This is an optimization exercise on Yosys and OpenROAD, whose aim is small area, a short achievable clock period and few clock cycles per item, not a production implementation. At most, simulation tests tie the RTL to the original design; equivalence was not proved. Power figures rest on the tool's default switching activity, not on a simulated workload.

==> inputs of run F <==
Design CONV, start of the top module:
module  CONV(
	input				clk,
	input				rst_n,
	input 				mode,
	input       		in_valid,
	output reg			out_valid,
	output 		[13:0] 	AWADDR,
	output		 [7:0] 	AWLEN,
	output 				AWVALID,
	input 				AWREADY,
	output reg  [31:0]	WDATA,
	output 				WVALID,
	input 				WREADY,
	output 		[13:0] 	ARADDR,
	output 		 [7:0] 	ARLEN,
	output 				ARVALID,
	input 				ARREADY,
	input		[31:0] 	RDATA,
	input 				RVALID,
	output reg			RREADY
);
Settings: LEC_CHECK=0, CAP_MARGIN=20, CORE_MARGIN=2, CORE_UTILIZATION=40, CTS_BUF_LIST=sky130_fd_sc_hd__clkbuf_4 sky130_fd_sc_hd__clkbuf_8, SETUP_SLACK_MARGIN=4.6, SLEW_MARGIN=20; clock period 8.0 ns.
run.sh (not shown) runs the stock make flow with config.mk's settings and CLKGATE_MAP_FILE= SYNTH_SCRIPT=/design/flow/synth_recipe.tcl, a recipe that flattens the netlist after the stock synthesis.
==> inputs of run R, as changes to run F <==
--- a/flow/design.v
+++ b/flow/design.v
@@ -23,15 +23,15 @@
 wire [5:0]	dd = mode_r ? 6'd2 : 6'd1;
 reg			ar_on;
 reg  [5:0]	ar_y, ar_c;
 reg  [1:0]	ar_e;		 
 reg  [13:0]	ar_a;
 wire		ar_v0n = (ar_y == 6'd0) || (mode_r && ar_y == 6'd1);
 wire		ar_v2  = !((ar_y == 6'd63) || (mode_r && ar_y == 6'd62));
-wire		ar_v3  = ar_y[0] && ((!ar_c[0] && ar_c != 6'd0) || ar_c == 6'd63);
+wire		ar_v3  = ar_y[0] && ar_c[0];
 wire [5:0]	ar_y1 = ar_y + 6'd1;
 wire		ar_nv0n = (ar_y1 == 6'd0) || (mode_r && ar_y1 == 6'd1);
 wire		ar_newcol = (ar_e == 2'd3) || (ar_e == 2'd2 && !ar_v3) || (ar_e == 2'd1 && !ar_v2 && !ar_v3);
 reg  [5:0]	an_y, an_c;
 reg  [1:0]	an_e;
 reg			an_on;
 always @(*) begin
@@ -46,15 +46,15 @@
 			an_e = ar_v0n ? 2'd1 : 2'd0;
 		end
 	end else if (ar_e == 2'd0) an_e = 2'd1;
 	else if (ar_e == 2'd1 && ar_v2) an_e = 2'd2;
 	else an_e = 2'd3;
 end
 wire [5:0]	an_row = (an_e == 2'd0) ? an_y - dd : (an_e == 2'd2) ? an_y + dd : an_y;
-wire [13:0]	an_a = (an_e == 2'd3) ? {4'b1000, an_y[5:1], an_c[0] ? 5'd31 : an_c[5:1] - 5'd1} : {2'b00, an_row, an_c};
+wire [13:0]	an_a = (an_e == 2'd3) ? {4'b1000, an_y[5:1], an_c[5:1]} : {2'b00, an_row, an_c};
 assign ARADDR = ar_a;
 assign ARLEN = 8'd0;
 assign ARVALID = ar_on;
 always @(posedge clk or negedge rst_n) begin
 	if (!rst_n) begin
 		ar_on <= 1'b0; ar_y <= 6'd0; ar_c <= 6'd0; ar_e <= 2'd1; ar_a <= 14'd0;
 	end else if (in_valid) begin
@@ -64,15 +64,15 @@
 	end
 end
 reg			rs_on;
 reg  [5:0]	rs_y, rs_c;
 reg  [1:0]	rs_e;
 wire		rs_v0n = (rs_y == 6'd0) || (mode_r && rs_y == 6'd1);
 wire		rs_v2  = !((rs_y == 6'd63) || (mode_r && rs_y == 6'd62));
-wire		rs_v3  = rs_y[0] && ((!rs_c[0] && rs_c != 6'd0) || rs_c == 6'd63);
+wire		rs_v3  = rs_y[0] && rs_c[0];
 wire [5:0]	rs_y1 = rs_y + 6'd1;
 wire		rs_nv0n = (rs_y1 == 6'd0) || (mode_r && rs_y1 == 6'd1);
 wire		rs_newcol = (rs_e == 2'd3) || (rs_e == 2'd2 && !rs_v3) || (rs_e == 2'd1 && !rs_v2 && !rs_v3);
 wire		rs_colend = (rs_e == 2'd2) || (rs_e == 2'd1 && !rs_v2);
 reg  [5:0]	rn_y, rn_c;
 reg  [1:0]	rn_e;
 reg			rn_on;
@@ -91,32 +91,33 @@
 	else if (rs_e == 2'd1 && rs_v2) rn_e = 2'd2;
 	else rn_e = 2'd3;
 end
 reg			c5f;		 
 reg			f3, f4;		 
 reg  [11:0]	p_n;		 
 wire		p_oddeven = p_n[6] && !p_n[0];
-reg			tmpf;		 
-reg  [31:0]	tmp;
-wire		p_tf = tmpf;
-wire [31:0]	p_tmp = tmp;
+reg  [1:0]	tmpf;		 
+reg  [31:0]	tmp0, tmp1;
+wire		p_tf = p_n[1] ? tmpf[1] : tmpf[0];
+wire [31:0]	p_tmp = p_n[1] ? tmp1 : tmp0;
 reg  [287:0] win;		 
 wire		r_acc = RVALID && RREADY;
 wire		r_pix = r_acc && (rs_e != 2'd3);
 always @(posedge clk or negedge rst_n) begin
 	if (!rst_n) begin
 		rs_on <= 1'b0; rs_y <= 6'd0; rs_c <= 6'd0; rs_e <= 2'd1;
 	end else if (in_valid) begin
 		rs_on <= 1'b1; rs_y <= 6'd0; rs_c <= 6'd0; rs_e <= 2'd1;
 	end else if (r_acc) begin
 		rs_on <= rn_on; rs_y <= rn_y; rs_c <= rn_c; rs_e <= rn_e;
 	end
 end
 always @(posedge clk) begin
-	if (r_acc && rs_e == 2'd3) tmp <= RDATA;
+	if (r_acc && rs_e == 2'd3 && !rs_c[1]) tmp0 <= RDATA;
+	if (r_acc && rs_e == 2'd3 && rs_c[1]) tmp1 <= RDATA;
 end
 reg  [1:0]	pc;			 
 reg  [1:0]	ph;			 
 reg			act;		 
 reg  [1:0]	j;			 
 reg  [11:0]	e_n;		 
 reg  [1:0]	rmask, cmask;	 
@@ -125,52 +126,52 @@
 reg			f1, l1;		 
 reg  [3:0]	n1;			 
 reg  [35:0]	dgr;
 reg  [26-1:0] ts, tc;
 reg  [36:0]	acc;
 reg			rv;			 
 reg			wv, pm, wm, fin;
-wire		can_push = !pm && (!wv || WREADY) && !(p_oddeven && !p_tf);
-wire		frz = rv && v1 && f1 && !can_push;
+wire		can_push_r = !pm && !wv && !(p_oddeven && !p_tf);
+wire		frz = rv && v1 && f1 && !can_push_r;
 wire [1:0]	pc_need = mode_r ? 2'd2 : 2'd1;
 wire		pc_done = (pc == pc_need);
 wire		col_rdy = mode_r ? c5f : f3;
 wire		q_empty = !c5f && (mode_r || (!f3 && !f4));
 wire		phantom = !rs_on && q_empty && (ph != pc_need) && pc_done;
 wire		shift = !frz && (col_rdy || phantom) && (!act || j == 2'd0);
 wire		start_out = shift && pc_done;
 wire		mv3 = !mode_r && f4 && (!f3 || shift);
 wire		mv4 = !mode_r && c5f && (!f4 || mv3);
 wire		en3 = mode_r ? shift : mv3;
 wire		en4 = mode_r ? shift : mv4;
 wire [11:0]	e_n1 = e_n + 12'd1;
 wire		push;
 reg			c5f_n;
-reg			tmpf_n;
+reg  [1:0]	tmpf_n;
 always @(*) begin
 	c5f_n = c5f;
 	if (en4) c5f_n = 1'b0;
 	else if (r_pix && rs_colend) c5f_n = 1'b1;
 	tmpf_n = tmpf;
-	if (push && p_oddeven) tmpf_n = 1'b0;
-	if (r_acc && rs_e == 2'd3) tmpf_n = 1'b1;
+	if (push && p_oddeven) tmpf_n[p_n[1]] = 1'b0;
+	if (r_acc && rs_e == 2'd3) tmpf_n[rs_c[1]] = 1'b1;
 end
 wire		f4_n = mv4 ? 1'b1 : (mv3 ? 1'b0 : f4);
 wire		act_n = frz ? act : (act ? ((j == 2'd0) ? start_out : 1'b1) : start_out);
 wire [1:0]	j_n = frz ? j : (start_out ? 2'd3 : (act ? j - 2'd1 : j));
 wire		rv_n = (!frz && v1 && l1) ? 1'b1 : (push ? 1'b0 : rv);
 wire		c5go_n = mode_r ? ((!act_n || j_n == 2'd0) && !rv_n) : !f4_n;
 wire		c5free_n = !c5f_n || c5go_n;
-wire		rr_n = rn_on && ((rn_e == 2'd3) ? !tmpf_n : c5free_n);
-wire		rr_keep = rs_on && ((rs_e == 2'd3) ? !tmpf_n : c5free_n);
+wire		rr_n = rn_on && ((rn_e == 2'd3) ? !(rn_c[1] ? tmpf_n[1] : tmpf_n[0]) : c5free_n);
+wire		rr_keep = rs_on && ((rs_e == 2'd3) ? !(rs_c[1] ? tmpf_n[1] : tmpf_n[0]) : c5free_n);
 always @(posedge clk or negedge rst_n) begin
 	if (!rst_n) begin
-		c5f <= 1'b0; tmpf <= 1'b0; RREADY <= 1'b0; f3 <= 1'b0; f4 <= 1'b0;
+		c5f <= 1'b0; tmpf <= 2'b00; RREADY <= 1'b0; f3 <= 1'b0; f4 <= 1'b0;
 	end else if (in_valid) begin
-		c5f <= 1'b0; tmpf <= 1'b0; RREADY <= 1'b0; f3 <= 1'b0; f4 <= 1'b0;
+		c5f <= 1'b0; tmpf <= 2'b00; RREADY <= 1'b0; f3 <= 1'b0; f4 <= 1'b0;
 	end else begin
 		c5f <= c5f_n; tmpf <= tmpf_n;
 		f3 <= mv3 ? 1'b1 : (shift ? 1'b0 : f3);
 		f4 <= mv4 ? 1'b1 : (mv3 ? 1'b0 : f4);
 		RREADY <= r_acc ? rr_n : rr_keep;
 	end
 end
@@ -677,14 +678,15 @@
 end
 wire [36:0]	acc_base = {f1 ? 33'd384326 : acc[32:0], n1};
 always @(posedge clk) begin
 	if (!frz && v1) acc <= acc_base + {{(37-26){1'b0}}, ts} + {{(37-26){1'b0}}, tc};
 end
 reg  [31:0]	mx;
 wire [31:0]	relu = acc[36] ? 32'd0 : acc[31:0];
+wire		can_push = !pm && (!wv || WREADY) && !(p_oddeven && !p_tf);
 assign		push = rv && can_push;
 wire [31:0]	other = p_n[0] ? mx : p_tmp;
 wire		o_gt = acc[36] || (other > acc[31:0]);
 wire [31:0]	cmpv = o_gt ? other : acc[31:0];
 wire [31:0]	mx_new = (p_n[0] || p_n[6]) ? cmpv : relu;
 always @(posedge clk or negedge rst_n) begin
 	if (!rst_n) rv <= 1'b0;
@@ -713,29 +715,32 @@
 			else wv <= 1'b0;
 		end
 	end
 end
 assign WVALID = wv;
 reg			aw_on, aw_l1;
 reg  [11:0]	aw_n;
+reg  [13:0]	aw_a;
 assign AWVALID = aw_on;
 assign AWLEN = 8'd0;
-assign AWADDR = aw_l1 ? {4'b1000, aw_n[11:7], aw_n[5:1]} : {2'b01, aw_n};
+assign AWADDR = aw_a;
 wire [11:0]	aw_n1 = aw_n + 12'd1;
 always @(posedge clk or negedge rst_n) begin
 	if (!rst_n) begin
-		aw_on <= 1'b0; aw_l1 <= 1'b0; aw_n <= 12'd0;
+		aw_on <= 1'b0; aw_l1 <= 1'b0; aw_n <= 12'd0; aw_a <= 14'd0;
 	end else if (in_valid) begin
-		aw_on <= 1'b1; aw_l1 <= 1'b0; aw_n <= 12'd0;
+		aw_on <= 1'b1; aw_l1 <= 1'b0; aw_n <= 12'd0; aw_a <= 14'h1000;
 	end else if (aw_on && AWREADY) begin
 		if (!aw_l1 && aw_n[0]) begin
 			aw_l1 <= 1'b1;
+			aw_a <= {4'b1000, aw_n[11:7], aw_n[5:1]};
 		end else begin
 			aw_l1 <= 1'b0;
 			aw_n <= aw_n1;
+			aw_a <= {2'b01, aw_n1};
 			if (aw_n == 12'd4095) aw_on <= 1'b0;
 		end
 	end
 end
 always @(posedge clk or negedge rst_n) begin
 	if (!rst_n) mode_r <= 1'b0;
 	else if (in_valid) mode_r <= mode;
==> flow/config.mk (replaced) <==
export PLATFORM = sky130hd
export DESIGN_NAME = CONV
export DESIGN_NICKNAME = CONV
export VERILOG_FILES = /design/flow/design.v
export SDC_FILE = /design/flow/constraint.sdc
export NUM_CORES = 4
export LEC_CHECK = 0
export CAP_MARGIN = 20
export CORE_MARGIN = 2
export CORE_UTILIZATION = 40
export SETUP_SLACK_MARGIN = 4.3
export SLEW_MARGIN = 20
==> inputs of run K, as changes to run F <==
--- a/flow/design.v
+++ b/flow/design.v
@@ -713,29 +713,32 @@
 			else wv <= 1'b0;
 		end
 	end
 end
 assign WVALID = wv;
 reg			aw_on, aw_l1;
 reg  [11:0]	aw_n;
+reg  [13:0]	aw_a;
 assign AWVALID = aw_on;
 assign AWLEN = 8'd0;
-assign AWADDR = aw_l1 ? {4'b1000, aw_n[11:7], aw_n[5:1]} : {2'b01, aw_n};
+assign AWADDR = aw_a;
 wire [11:0]	aw_n1 = aw_n + 12'd1;
 always @(posedge clk or negedge rst_n) begin
 	if (!rst_n) begin
-		aw_on <= 1'b0; aw_l1 <= 1'b0; aw_n <= 12'd0;
+		aw_on <= 1'b0; aw_l1 <= 1'b0; aw_n <= 12'd0; aw_a <= 14'd0;
 	end else if (in_valid) begin
-		aw_on <= 1'b1; aw_l1 <= 1'b0; aw_n <= 12'd0;
+		aw_on <= 1'b1; aw_l1 <= 1'b0; aw_n <= 12'd0; aw_a <= 14'h1000;
 	end else if (aw_on && AWREADY) begin
 		if (!aw_l1 && aw_n[0]) begin
 			aw_l1 <= 1'b1;
+			aw_a <= {4'b1000, aw_n[11:7], aw_n[5:1]};
 		end else begin
 			aw_l1 <= 1'b0;
 			aw_n <= aw_n1;
+			aw_a <= {2'b01, aw_n1};
 			if (aw_n == 12'd4095) aw_on <= 1'b0;
 		end
 	end
 end
 always @(posedge clk or negedge rst_n) begin
 	if (!rst_n) mode_r <= 1'b0;
 	else if (in_valid) mode_r <= mode;
==> flow/config.mk (replaced) <==
export PLATFORM = sky130hd
export DESIGN_NAME = CONV
export DESIGN_NICKNAME = CONV
export VERILOG_FILES = /design/flow/design.v
export SDC_FILE = /design/flow/constraint.sdc
export NUM_CORES = 4
export LEC_CHECK = 0
export CAP_MARGIN = 5
export CORE_MARGIN = 2
export CORE_UTILIZATION = 40
export CTS_BUF_LIST = sky130_fd_sc_hd__clkbuf_4 sky130_fd_sc_hd__clkbuf_8
export SETUP_SLACK_MARGIN = 4.6
export SLEW_MARGIN = 5
==> inputs of run P, as changes to run F <==
--- a/flow/design.v
+++ b/flow/design.v
@@ -713,29 +713,32 @@
 			else wv <= 1'b0;
 		end
 	end
 end
 assign WVALID = wv;
 reg			aw_on, aw_l1;
 reg  [11:0]	aw_n;
+reg  [13:0]	aw_a;
 assign AWVALID = aw_on;
 assign AWLEN = 8'd0;
-assign AWADDR = aw_l1 ? {4'b1000, aw_n[11:7], aw_n[5:1]} : {2'b01, aw_n};
+assign AWADDR = aw_a;
 wire [11:0]	aw_n1 = aw_n + 12'd1;
 always @(posedge clk or negedge rst_n) begin
 	if (!rst_n) begin
-		aw_on <= 1'b0; aw_l1 <= 1'b0; aw_n <= 12'd0;
+		aw_on <= 1'b0; aw_l1 <= 1'b0; aw_n <= 12'd0; aw_a <= 14'd0;
 	end else if (in_valid) begin
-		aw_on <= 1'b1; aw_l1 <= 1'b0; aw_n <= 12'd0;
+		aw_on <= 1'b1; aw_l1 <= 1'b0; aw_n <= 12'd0; aw_a <= 14'h1000;
 	end else if (aw_on && AWREADY) begin
 		if (!aw_l1 && aw_n[0]) begin
 			aw_l1 <= 1'b1;
+			aw_a <= {4'b1000, aw_n[11:7], aw_n[5:1]};
 		end else begin
 			aw_l1 <= 1'b0;
 			aw_n <= aw_n1;
+			aw_a <= {2'b01, aw_n1};
 			if (aw_n == 12'd4095) aw_on <= 1'b0;
 		end
 	end
 end
 always @(posedge clk or negedge rst_n) begin
 	if (!rst_n) mode_r <= 1'b0;
 	else if (in_valid) mode_r <= mode;
==> flow/config.mk (replaced) <==
export PLATFORM = sky130hd
export DESIGN_NAME = CONV
export DESIGN_NICKNAME = CONV
export VERILOG_FILES = /design/flow/design.v
export SDC_FILE = /design/flow/constraint.sdc
export NUM_CORES = 4
export LEC_CHECK = 0
export CAP_MARGIN = 5
export CORE_MARGIN = 2
export CORE_UTILIZATION = 55
export CTS_BUF_LIST = sky130_fd_sc_hd__clkbuf_4 sky130_fd_sc_hd__clkbuf_8
export PLACE_DENSITY = 0.7
export SETUP_SLACK_MARGIN = 4.6
export SLEW_MARGIN = 5
==> comparison table <==
metric	run K	run F	run P	run R
FF-to-FF path depth	9	9	9	10
Combinational-cell power consumption	0.00123 W	0.00124 W	0.00125 W	0.00114 W
Multi-Input Combinational	1522	1619	1521	1619
Most used cell along the critical path	-	sky130_fd_sc_hd__fa_2	sky130_fd_sc_hd__fa_1	-
Mapped Area	33800 um^2	33900 um^2	33800 um^2	35600 um^2
Clk slew on worst S/H paths	0.06 ns	0.06 ns	0.07 ns	0.06 ns
Compound-cell area share of the yosys netlist	9.67%	9.88%	9.67%	9.35%
Share of power burned in combinational logic	15.0%	15.6%	15.6%	12.9%
Worst hold path endpoint	win[96]	win[213]	win[127]	win[229]
Antenna Diode Count	0	0	1	0
Final instance count without filler cells	4143	4281	3795	4180
Outcome	finished clean	finished clean	finished clean	finished clean
Fraction of power spent switching nets	26.7%	26.8%	27.3%	25.4%
Hold Path Origin	win[144]	win[261]	win[175]	win[277]
Critical register-to-register path endpoint	tc[17]	tc[13]	tc[18]	acc[31]
Total number of clock tree sinks	640	627	640	673
Top-area cell type share of the netlist area	46.1%	45.9%	46.1%	46.5%
Wire length of the first global-routing pass	127000 um	132000 um	124000 um	130000 um
Final cycle utilization of the critical path	43.3%	45.3%	44.2%	46.7%
Critical Path Slowest Stage Cell	sky130_fd_sc_hd__edfxtp_1	sky130_fd_sc_hd__fa_1	sky130_fd_sc_hd__fa_1	sky130_fd_sc_hd__fa_1
Power consumption	0.00820 W	0.00799 W	0.00805 W	0.00883 W
Testbench counts of run K, summed over its fixed seeds: cycles 224,425, images 12.
Testbench counts of run P, summed over its fixed seeds: cycles 224,425, images 12.
The RTL of run F and run R was laid out without a check of its function.

## port drivers added, routing unchanged
In the flow no input, the clock included, has a driving cell. The finished layouts below were timed again as built, in two steps.
Step 1: set_driving_cell puts a clkbuf_16 on clk and a buf_2 on each other input, an assumption about the parent block.
Step 2, shift: input delay + t, output delay - t, t = (earliest + latest rising clock arrival at the registers) / 2. This alone moves slack from input paths to output paths.
Three values: no drivers, after step 1, after step 2; two values: the first two.
| run | t (ns) | slack for setup (ns) | latest minus earliest clock arrival (ns) |
|---|---|---|---|
| run F | 0.764 | 4.375 / 4.375 / 3.966 | 0.087 / 0.087 |
| run R | 0.679 | 4.261 / 4.261 / 3.956 | 0.045 / 0.045 |
| run K | 0.793 | 4.536 / 4.536 / 3.950 | 0.084 / 0.085 |
| run P | 0.770 | 4.466 / 4.466 / 3.865 | 0.083 / 0.083 |
After both steps setup and hold are still met in every run listed. For run P, which loses most, drivers alone change the setup slack by 0.000 ns; drivers and shift together by -0.601 ns.
